Context: an optimization exercise on an open-source flow, tuned for small area. The choices shown serve that exercise and are no tape-out recipe. Only simulation tests tie the RTL to the original design; equivalence was not proved. Power figures rest on the tool's default switching activity, not on a simulated workload.

==> flow/design.v <==
module flexpipe_top (
    input  logic                   clk,
    input  logic                   rst_n,
    input  logic                   dbg_mode,
    output logic [31:0]            dbg_cycle_count,
    input  logic [63:0]            s_axi_awaddr,
    input  logic                   s_axi_awvalid,
    output logic                   s_axi_awready,
    input  logic [31:0]            s_axi_wdata,
    input  logic [3:0]             s_axi_wstrb,
    input  logic                   s_axi_wvalid,
    output logic                   s_axi_wready,
    output logic [1:0]             s_axi_bresp,
    output logic                   s_axi_bvalid,
    input  logic                   s_axi_bready,
    input  logic                   core_idle,
    input  logic                   core_pipeline_drained,
    input  logic                   flip_ack,
    output logic                   request_flip,
    output logic [196:0]           active_config,
    output logic                   layer_start_pulse,
    input  logic [108:0]           core_mem_req,
    input  logic                   core_mem_req_valid,
    output logic                   core_mem_req_ready,
    output logic [267:0]           core_mem_resp,
    output logic                   core_mem_resp_valid,
    output logic [108:0]           mem_master_req,
    output logic                   mem_master_valid,
    input  logic                   mem_master_ready,
    input  logic [267:0]           mem_master_resp,
    input  logic                   mem_master_resp_valid
);
    logic [31:0] dbg_q;
    always @(posedge clk or negedge rst_n) begin
        if (!rst_n)        dbg_q <= 32'd0;
        else if (dbg_mode) dbg_q <= dbg_q + 32'd1;
    end
    assign dbg_cycle_count = dbg_q;
    logic        axi_w, axi_b;
    logic [1:0]  widx;
    logic        wr;
    assign wr = axi_w & s_axi_wvalid;
    always @(posedge clk or negedge rst_n) begin
        if (!rst_n) begin
            axi_w <= 1'b0;
            axi_b <= 1'b0;
            widx  <= 2'd0;
        end else begin
            axi_w <= axi_w ? ~s_axi_wvalid : (~axi_b & s_axi_awvalid);
            axi_b <= axi_b ? ~s_axi_bready : wr;
            if (wr) widx <= widx + 2'd1;
        end
    end
    assign s_axi_awready = ~(axi_w | axi_b);
    assign s_axi_wready  = axi_w;
    assign s_axi_bvalid  = axi_b;
    assign s_axi_bresp   = 2'b00;
    logic [31:0] sh_cc, sh_cb, sh_pw, sh_ds;
    always @(posedge clk) begin
        if (wr && widx == 2'd0) sh_cc <= s_axi_wdata;
        if (wr && widx == 2'd1) sh_cb <= s_axi_wdata;
        if (wr && widx == 2'd2) sh_pw <= s_axi_wdata;
        if (wr && widx == 2'd3) sh_ds <= s_axi_wdata;
    end
    logic        sh_valid, flip_req, start_pulse, act_valid;
    logic [3:0]  epoch;
    logic [31:0] act_cc, act_cb, act_pw, act_ds;
    logic        no_outstanding_active;
    logic        flip;
    assign flip = flip_req & flip_ack;
    always @(posedge clk or negedge rst_n) begin
        if (!rst_n) begin
            sh_valid    <= 1'b0;
            flip_req    <= 1'b0;
            start_pulse <= 1'b0;
            act_valid   <= 1'b0;
            epoch       <= 4'd0;
            act_cc      <= 32'd0;
            act_cb      <= 32'd0;
            act_pw      <= 32'd0;
            act_ds      <= 32'd0;
        end else begin
            sh_valid    <= ~flip & (sh_valid | (wr & widx == 2'd3));
            flip_req    <= flip_req ? ~flip_ack
                                    : (sh_valid & core_idle & core_pipeline_drained & no_outstanding_active);
            start_pulse <= flip;
            if (flip) begin
                act_valid <= 1'b1;
                epoch     <= epoch + 4'd1;
                act_cc    <= sh_cc;
                act_cb    <= sh_cb;
                act_pw    <= sh_pw;
                act_ds    <= sh_ds;
            end
        end
    end
    assign request_flip      = flip_req;
    assign layer_start_pulse = start_pulse;
    assign active_config     = {act_cc, act_cb, act_pw, act_ds, 64'd0, act_valid, epoch};
    logic [7:0] act_cnt;
    logic       core_dec;
    assign core_dec = mem_master_resp_valid & mem_master_resp[1] & ~mem_master_resp[11]
                    & (act_cnt != 8'd0);
    always @(posedge clk or negedge rst_n) begin
        if (!rst_n)                                         act_cnt <= 8'd0;
        else if (core_dec)                                  act_cnt <= act_cnt - 8'd1;
        else if (core_mem_req_valid && mem_master_ready)    act_cnt <= act_cnt + 8'd1;
    end
    assign no_outstanding_active = (act_cnt == 8'd0);
    logic s_pr, s_pw, s_dr, s_dw, s_done;
    logic idle, pf_valid, pf_grant, pf_resp, ep_ok, id_ok;
    logic ptr_hit, data_last, data_hit, more, abort;
    logic [3:0]  walk_epoch;
    logic [31:0] walk_cnt, walk_max;
    logic [63:0] data_addr;
    assign idle      = ~(s_pr | s_pw | s_dr | s_dw | s_done);
    assign pf_valid  = s_pr | s_dr;
    assign pf_grant  = pf_valid & ~core_mem_req_valid & mem_master_ready;
    assign pf_resp   = mem_master_resp_valid & mem_master_resp[11];
    assign ep_ok     = (mem_master_resp[5:2] == epoch);
    assign id_ok     = (mem_master_resp[10:6] == 5'd0);
    assign ptr_hit   = s_pw & pf_resp & ep_ok & id_ok;
    assign data_last = s_dw & pf_resp & ep_ok & mem_master_resp[1];
    assign data_hit  = data_last & id_ok;
    assign more      = (walk_cnt != walk_max);
    assign abort     = ~idle & start_pulse;
    assign walk_epoch = epoch - {3'd0, start_pulse};
    always @(posedge clk or negedge rst_n) begin
        if (!rst_n) begin
            s_pr   <= 1'b0;
            s_pw   <= 1'b0;
            s_dr   <= 1'b0;
            s_dw   <= 1'b0;
            s_done <= 1'b0;
        end else begin
            s_pr   <= ~abort & ((idle & sh_valid) | (s_pr & ~pf_grant) | (data_hit & more));
            s_pw   <= ~abort & ((s_pr & pf_grant) | (s_pw & ~ptr_hit));
            s_dr   <= ~abort & (ptr_hit | (s_dr & ~pf_grant));
            s_dw   <= ~abort & ((s_dr & pf_grant) | (s_dw & ~data_hit));
            s_done <= ~abort & ((data_hit & ~more) | (s_done & sh_valid));
        end
    end
    always @(posedge clk) begin
        if (idle) begin
            walk_cnt <= 32'd0;
            walk_max <= sh_pw;
        end else if (data_last && more) begin
            walk_cnt <= walk_cnt + 32'd1;
        end
    end
    always @(posedge clk) begin
        data_addr <= ({64{s_pw}} & mem_master_resp[75:12]) | ({64{s_dr}} & data_addr);
    end
    logic [108:0] pf_req;
    assign pf_req = {({64{s_pr}} & {29'd0, walk_cnt, 3'd0}) | ({64{s_dr}} & data_addr),
                     26'd0, s_dr, 1'b0, s_pr, 3'd0,
                     pf_valid, 5'd0,
                     {4{pf_valid}} & walk_epoch,
                     s_dr, s_pr,
                     1'b0};
    assign mem_master_valid   = core_mem_req_valid | pf_valid;
    assign mem_master_req     = core_mem_req_valid ? {core_mem_req[108:13], 1'b0, core_mem_req[11:0]}
                                                   : pf_req;
    assign core_mem_req_ready = core_mem_req_valid & mem_master_ready;
    assign core_mem_resp       = mem_master_resp;
    assign core_mem_resp_valid = mem_master_resp_valid & ~mem_master_resp[11];
endmodule
==> flow/config.mk <==
export PLATFORM = sky130hd
export DESIGN_NAME = flexpipe_top
export DESIGN_NICKNAME = flexpipe_top
export VERILOG_FILES = /design/flow/design.v
export SDC_FILE = /design/flow/constraint.sdc
export NUM_CORES = 4
export LEC_CHECK = 0
export CAP_MARGIN = 0
export CORE_AREA = 5 5 275 275
export CTS_BUF_LIST = sky130_fd_sc_hd__clkbuf_8
export CTS_CLUSTER_DIAMETER = 50
export CTS_CLUSTER_SIZE = 16
export DIE_AREA = 0 0 280 280
export SLEW_MARGIN = 0
==> flow/constraint.sdc <==
create_clock -name core_clock -period 5.0 [get_ports {clk}]
set_input_delay 1.0000 -clock core_clock [delete_from_list [all_inputs] [get_ports {clk}]]
set_output_delay 1.0000 -clock core_clock [all_outputs]
set_load 0.01 [all_outputs]
standard.sh (not shown) runs the stock make flow with config.mk's settings and CLKGATE_MAP_FILE= SYNTH_SCRIPT=/design/flow/synth_recipe.tcl, a recipe that flattens the netlist after the stock synthesis.
==> flow/flow/run.sh <==
#!/bin/bash
# The standard ORFS layout with these changes:
#  - ABC maps the combinational logic with an area-oriented script
#    (flow/abc_area.script); the rest of the synthesis is the standard flow's own, so the
#    registers, their names and their cells are the standard synthesis's;
#  - the port buffers use the smallest buffer cell;

# Each tool's output goes to make_finish.log here and to ORFS's per-step logs
# under orfs/logs/.
set -euo pipefail
here=$(pwd)

sed 's#log_cmd abc {\*}\$abc_args#log_cmd abc -script '"$here"'/flow/abc_area.script {*}[lrange $abc_args 2 end]#' \
    "$FLOW_HOME/scripts/synth.tcl" > synth_area.tcl
grep -q 'flow/abc_area.script' synth_area.tcl
sed 's#source \$::env(SCRIPTS_DIR)/synth.tcl#source '"$here"'/synth_area.tcl#' synth_recipe.tcl > synth_top.tcl
grep -q 'synth_area.tcl' synth_top.tcl
sed 's#SYNTH_SCRIPT=[^ ]*#SYNTH_SCRIPT='"$here"'/synth_top.tcl#' standard.sh > layout.sh
grep -q 'synth_top.tcl' layout.sh

export BUFFER_PORTS_ARGS="-buffer_cell sky130_fd_sc_hd__buf_1"
export IO_PLACER_V="met2 met4"
bash layout.sh > make_finish.log 2>&1
==> flow/flow/abc_area.script <==
strash
dc2
dch -f
amap
The baseline went through all stages and came out clean.
Then changed:
--- a/flow/flow/run.sh
+++ b/flow/flow/run.sh
@@ -21,3 +21,2 @@
 export BUFFER_PORTS_ARGS="-buffer_cell sky130_fd_sc_hd__buf_1"
-export IO_PLACER_V="met2 met4"
 bash layout.sh > make_finish.log 2>&1
==> flow/config.mk (replaced) <==
export PLATFORM = sky130hd
export DESIGN_NAME = flexpipe_top
export DESIGN_NICKNAME = flexpipe_top
export VERILOG_FILES = /design/flow/design.v
export SDC_FILE = /design/flow/constraint.sdc
export NUM_CORES = 4
export LEC_CHECK = 0
export CAP_MARGIN = 20
export CORE_AREA = 10 10 410 410
export CTS_BUF_LIST = sky130_fd_sc_hd__clkbuf_8
export CTS_CLUSTER_DIAMETER = 40
export CTS_CLUSTER_SIZE = 12
export DIE_AREA = 0 0 420 420
export SLEW_MARGIN = 20
Outcome: The changed run finished with timing, DRC and antenna clean. Worst hold slack got worse by 0.083 ns. Setup slack improved by 0.036 ns. Global-route usage is lower by 13 points. Core utilization is lower by 15 points. Design area is higher by 12%.
Then changed:
--- a/flow/flow/run.sh
+++ b/flow/flow/run.sh
@@ -6,3 +6,5 @@
 #  - the port buffers use the smallest buffer cell;
-
+#  - pins may also sit on met4 on the top and bottom edges, so that the die
+#    can be smaller;
+#  - one tie cell drives all the constant outputs (no tie fanout repair).
 # Each tool's output goes to make_finish.log here and to ORFS's per-step logs
@@ -21,2 +23,4 @@
 export BUFFER_PORTS_ARGS="-buffer_cell sky130_fd_sc_hd__buf_1"
+export IO_PLACER_V="met2 met4"
+export SKIP_REPAIR_TIE_FANOUT=1
 bash layout.sh > make_finish.log 2>&1
==> flow/flow/abc_area.script (replaced) <==
strash
dch -f
amap -m -F 2 -A 8
--- a/flow/config.mk
+++ b/flow/config.mk
@@ -8,7 +8,7 @@
 export CAP_MARGIN = 20
-export CORE_AREA = 10 10 410 410
+export CORE_AREA = 5 5 275 275
 export CTS_BUF_LIST = sky130_fd_sc_hd__clkbuf_8
-export CTS_CLUSTER_DIAMETER = 40
-export CTS_CLUSTER_SIZE = 12
-export DIE_AREA = 0 0 420 420
+export CTS_CLUSTER_DIAMETER = 50
+export CTS_CLUSTER_SIZE = 16
+export DIE_AREA = 0 0 280 280
 export SLEW_MARGIN = 20
=> Via count went up by 2.0%; die area drops by 56%; area after synthesis increases by 1.3%; worst setup slack gets better by 0.47 ns; hold slack loses 0.011 ns; non-clock buffer count is lower by 40.
Then changed:
--- a/flow/flow/run.sh
+++ b/flow/flow/run.sh
@@ -6,5 +6,3 @@
 #  - the port buffers use the smallest buffer cell;
-#  - pins may also sit on met4 on the top and bottom edges, so that the die
-#    can be smaller;
-#  - one tie cell drives all the constant outputs (no tie fanout repair).
+
 # Each tool's output goes to make_finish.log here and to ORFS's per-step logs
@@ -23,4 +21,2 @@
 export BUFFER_PORTS_ARGS="-buffer_cell sky130_fd_sc_hd__buf_1"
-export IO_PLACER_V="met2 met4"
-export SKIP_REPAIR_TIE_FANOUT=1
 bash layout.sh > make_finish.log 2>&1
==> flow/flow/abc_area.script (replaced) <==
strash
dc2
dch -f
amap
==> flow/config.mk (replaced) <==
export PLATFORM = sky130hd
export DESIGN_NAME = flexpipe_top
export DESIGN_NICKNAME = flexpipe_top
export VERILOG_FILES = /design/flow/design.v
export SDC_FILE = /design/flow/constraint.sdc
export NUM_CORES = 4
export LEC_CHECK = 0
export CAP_MARGIN = 20
export CORE_AREA = 10 10 410 410
export CTS_BUF_LIST = sky130_fd_sc_hd__clkbuf_4
export CTS_CLUSTER_DIAMETER = 30
export CTS_CLUSTER_SIZE = 8
export DIE_AREA = 0 0 420 420
export SLEW_MARGIN = 20
The new run finished with timing, DRC and antenna clean.
Register-to-register slack degrades by 0.53 ns.
Non-clock buffer count rose by 85.
Wire length rose by 4.8%.
Then changed:
--- a/flow/flow/run.sh
+++ b/flow/flow/run.sh
@@ -21,2 +21,3 @@
 export BUFFER_PORTS_ARGS="-buffer_cell sky130_fd_sc_hd__buf_1"
+export IO_PLACER_V="met2 met4"
 bash layout.sh > make_finish.log 2>&1
==> flow/config.mk (replaced) <==
export PLATFORM = sky130hd
export DESIGN_NAME = flexpipe_top
export DESIGN_NICKNAME = flexpipe_top
export VERILOG_FILES = /design/flow/design.v
export SDC_FILE = /design/flow/constraint.sdc
export NUM_CORES = 4
export LEC_CHECK = 0
export CAP_MARGIN = 20
export CORE_AREA = 5 5 315 315
export CTS_BUF_LIST = sky130_fd_sc_hd__clkbuf_8
export CTS_CLUSTER_DIAMETER = 50
export CTS_CLUSTER_SIZE = 16
export DIE_AREA = 0 0 320 320
export SLEW_MARGIN = 20
=> Global-route usage came out higher by 4.1 points; routed wire length drops by 21%; setup slack is better by 0.10 ns; design area is lower by 9.1%; total power drops by 12%; utilization grows by 8.1 points; clock power went down by 31%; synthesized cell count is unchanged; die area goes down by 42%; cell count falls by 22%; synthesized area is unchanged.
Then changed:
--- a/flow/flow/run.sh
+++ b/flow/flow/run.sh
@@ -21,3 +21,2 @@
 export BUFFER_PORTS_ARGS="-buffer_cell sky130_fd_sc_hd__buf_1"
-export IO_PLACER_V="met2 met4"
 bash layout.sh > make_finish.log 2>&1
--- a/flow/config.mk
+++ b/flow/config.mk
@@ -8,3 +8,3 @@
 export CAP_MARGIN = 20
-export CORE_AREA = 5 5 315 315
+export CORE_AREA = 10 10 410 410
 export CTS_BUF_LIST = sky130_fd_sc_hd__clkbuf_8
@@ -12,3 +12,3 @@
 export CTS_CLUSTER_SIZE = 16
-export DIE_AREA = 0 0 320 320
+export DIE_AREA = 0 0 420 420
 export SLEW_MARGIN = 20
Result: Power increases by 3.2%. Wire length increases by 26%. Die area came out higher by 72%. Cell area came out higher by 5.4%. Clock power rises by 11%. Combinational power stays flat. Via count is about the same. Global-route usage fell by 4.2 points. Worst hold slack gains 0.13 ns.

* * *

## job 6473
Starts from the design.v that is shown in full above.
Settings: LEC_CHECK=0, CAP_MARGIN=20, CORE_AREA=5 5 275 275, CTS_BUF_LIST=sky130_fd_sc_hd__clkbuf_8, CTS_CLUSTER_DIAMETER=50, CTS_CLUSTER_SIZE=16, DIE_AREA=0 0 280 280, SLEW_MARGIN=20; clock period 5.0 ns.
==> flow/flow/run.sh <==
#!/bin/bash
# The standard ORFS layout with these changes:
#  - ABC maps the combinational logic with an area-oriented script
#    (flow/abc_area.script); the rest of the synthesis is the standard flow's own, so the
#    registers, their names and their cells are the standard synthesis's;
#  - the port buffers use the smallest buffer cell;

# Each tool's output goes to make_finish.log here and to ORFS's per-step logs
# under orfs/logs/.
set -euo pipefail
here=$(pwd)

sed 's#log_cmd abc {\*}\$abc_args#log_cmd abc -script '"$here"'/flow/abc_area.script {*}[lrange $abc_args 2 end]#' \
    "$FLOW_HOME/scripts/synth.tcl" > synth_area.tcl
grep -q 'flow/abc_area.script' synth_area.tcl
sed 's#source \$::env(SCRIPTS_DIR)/synth.tcl#source '"$here"'/synth_area.tcl#' synth_recipe.tcl > synth_top.tcl
grep -q 'synth_area.tcl' synth_top.tcl
sed 's#SYNTH_SCRIPT=[^ ]*#SYNTH_SCRIPT='"$here"'/synth_top.tcl#' standard.sh > layout.sh
grep -q 'synth_top.tcl' layout.sh

export BUFFER_PORTS_ARGS="-buffer_cell sky130_fd_sc_hd__buf_1"
export IO_PLACER_V="met2 met4"
export SKIP_REPAIR_TIE_FANOUT=1
bash layout.sh > make_finish.log 2>&1
==> flow/flow/abc_area.script <==
strash
dc2
dch -f
amap -m -F 4 -A 8
Job 6473 | stages: all done | timing, DRC, antenna: all pass
Setup changes, job 6473 to job 7207
Settings: putting PLACE_DENSITY at 0.8 where nothing was set.
diff --git a/flow/flow/run.sh b/flow/flow/run.sh
--- a/flow/flow/run.sh
+++ b/flow/flow/run.sh
@@ -22,3 +22,2 @@
 export IO_PLACER_V="met2 met4"
-export SKIP_REPAIR_TIE_FANOUT=1
 bash layout.sh > make_finish.log 2>&1
==> flow/flow/abc_area.script <==
strash
dc2
dch -f
amap
Findings:
Via count on job 7207 is behind job 6473.
The higher sequential fraction of total cell area of job 6473 and job 7207 is in job 6473.
Job 7207 vs job 6473 — pin count of the biggest net entering global routing climbed slightly
In job 7207 the number of DRC markers after the initial detailed-route iteration turned out 12 lower than in job 6473.
Compared with job 6473, job 7207 shows power dissipated in combinational cells that has gone up by more than half.
Job 7207 vs. job 6473: clock network fraction of design power dropped 1.7 points; setup slack has decreased.
Changes in job 9362 relative to job 7207:
Settings: PLACE_DENSITY no longer set, was 0.8.
diff --git a/flow/flow/run.sh b/flow/flow/run.sh
--- a/flow/flow/run.sh
+++ b/flow/flow/run.sh
@@ -22,2 +22,3 @@
 export IO_PLACER_V="met2 met4"
+export SKIP_REPAIR_TIE_FANOUT=1
 bash layout.sh > make_finish.log 2>&1
### Flow results
No stage failed in job 9362, and the final checks on the layout all came back clean.
Job 9362 vs. job 7207: final standard cell count with taps included and fillers excluded now sits lower, routed wirelength normalized by instance count now sits higher.
Delta (job 9362 minus job 7207): combined buffer and inverter count along the critical path increased 3; path length in cells of the critical path increased about 4%.
Looking at share of power burned in the clock network across job 9362 and job 7207, the one that comes out higher is job 7207.
Job 9362 vs job 7207: worst path required time down
Relative to job 9362, the following input files were edited for job 8395:
diff --git a/flow/flow/run.sh b/flow/flow/run.sh
--- a/flow/flow/run.sh
+++ b/flow/flow/run.sh
@@ -22,3 +22,2 @@
 export IO_PLACER_V="met2 met4"
-export SKIP_REPAIR_TIE_FANOUT=1
 bash layout.sh > make_finish.log 2>&1
Notes after the runs:
Job 8395 vs. job 9362: setup slack went down by 0.067 ns.
The higher number of buffer and inverter instances along the worst setup path of job 9362 and job 8395 is in job 8395.
Job 8395 | status: complete | timing, DRC, antenna: pass
In job 8395, the wire length after detailed routing came out 2000 um below the value in job 9362.

## re-timing with driven ports
In the flow no input, the clock included, has a driving cell. The finished layouts below were timed again as built, in two steps. Step 1 (the two cells are an assumption about what drives the block):
set clk [get_ports {clk}]
set_driving_cell -lib_cell sky130_fd_sc_hd__clkbuf_16 $clk
set_driving_cell -lib_cell sky130_fd_sc_hd__buf_2 [delete_from_list [all_inputs] $clk]
Step 2 times the ports against the registers' clock, not the clock port: input delays grow and output delays shrink by t, the midpoint of the rising clock arrivals with the driver on. Three values: no drivers, after step 1, after step 2; two values: the first two.
| run | shift t [ns] | setup slack, ns | worst hold slack (ns) | latest minus earliest clock arrival (ns) |
|---|---|---|---|---|
| the first run of note 1 | 0.663 | 0.383 / 0.383 / -0.223 | 0.426 / 0.403 / 0.454 | 0.035 / 0.035 |
| the second run of note 1 | 0.797 | 0.419 / 0.419 / -0.320 | 0.344 / 0.311 / 0.440 | 0.047 / 0.046 |
| the third run of note 1 | 0.662 | 0.893 / 0.873 / 0.317 | 0.332 / 0.308 / 0.450 | 0.043 / 0.044 |
| the fourth run of note 1 | 1.131 | 0.366 / 0.366 / -0.282 | 0.173 / 0.144 / 0.375 | 0.160 / 0.160 |
| the fifth run of note 1 | 0.774 | 0.468 / 0.468 / -0.075 | 0.225 / 0.207 / 0.454 | 0.029 / 0.030 |
| the sixth run of note 1 | 0.770 | 0.470 / 0.469 / -0.225 | 0.359 / 0.329 / 0.423 | 0.087 / 0.087 |
| job 6473 | 0.688 | 0.505 / 0.514 / -0.173 | 0.404 / 0.381 / 0.447 | 0.044 / 0.045 |
| job 7207 | 0.715 | 0.417 / 0.417 / -0.214 | 0.405 / 0.380 / 0.455 | 0.042 / 0.042 |
| job 9362 | 0.673 | 0.449 / 0.449 / -0.178 | 0.282 / 0.261 / 0.450 | 0.057 / 0.057 |
| job 8395 | 0.663 | 0.383 / 0.383 / -0.223 | 0.426 / 0.403 / 0.454 | 0.035 / 0.035 |
Met with ideal ports but missed after step 2: setup timing in 9 of these runs. The setup slack of the second run of note 1, which loses most, moves by 0.000 ns with the drivers and by -0.739 ns with both steps.
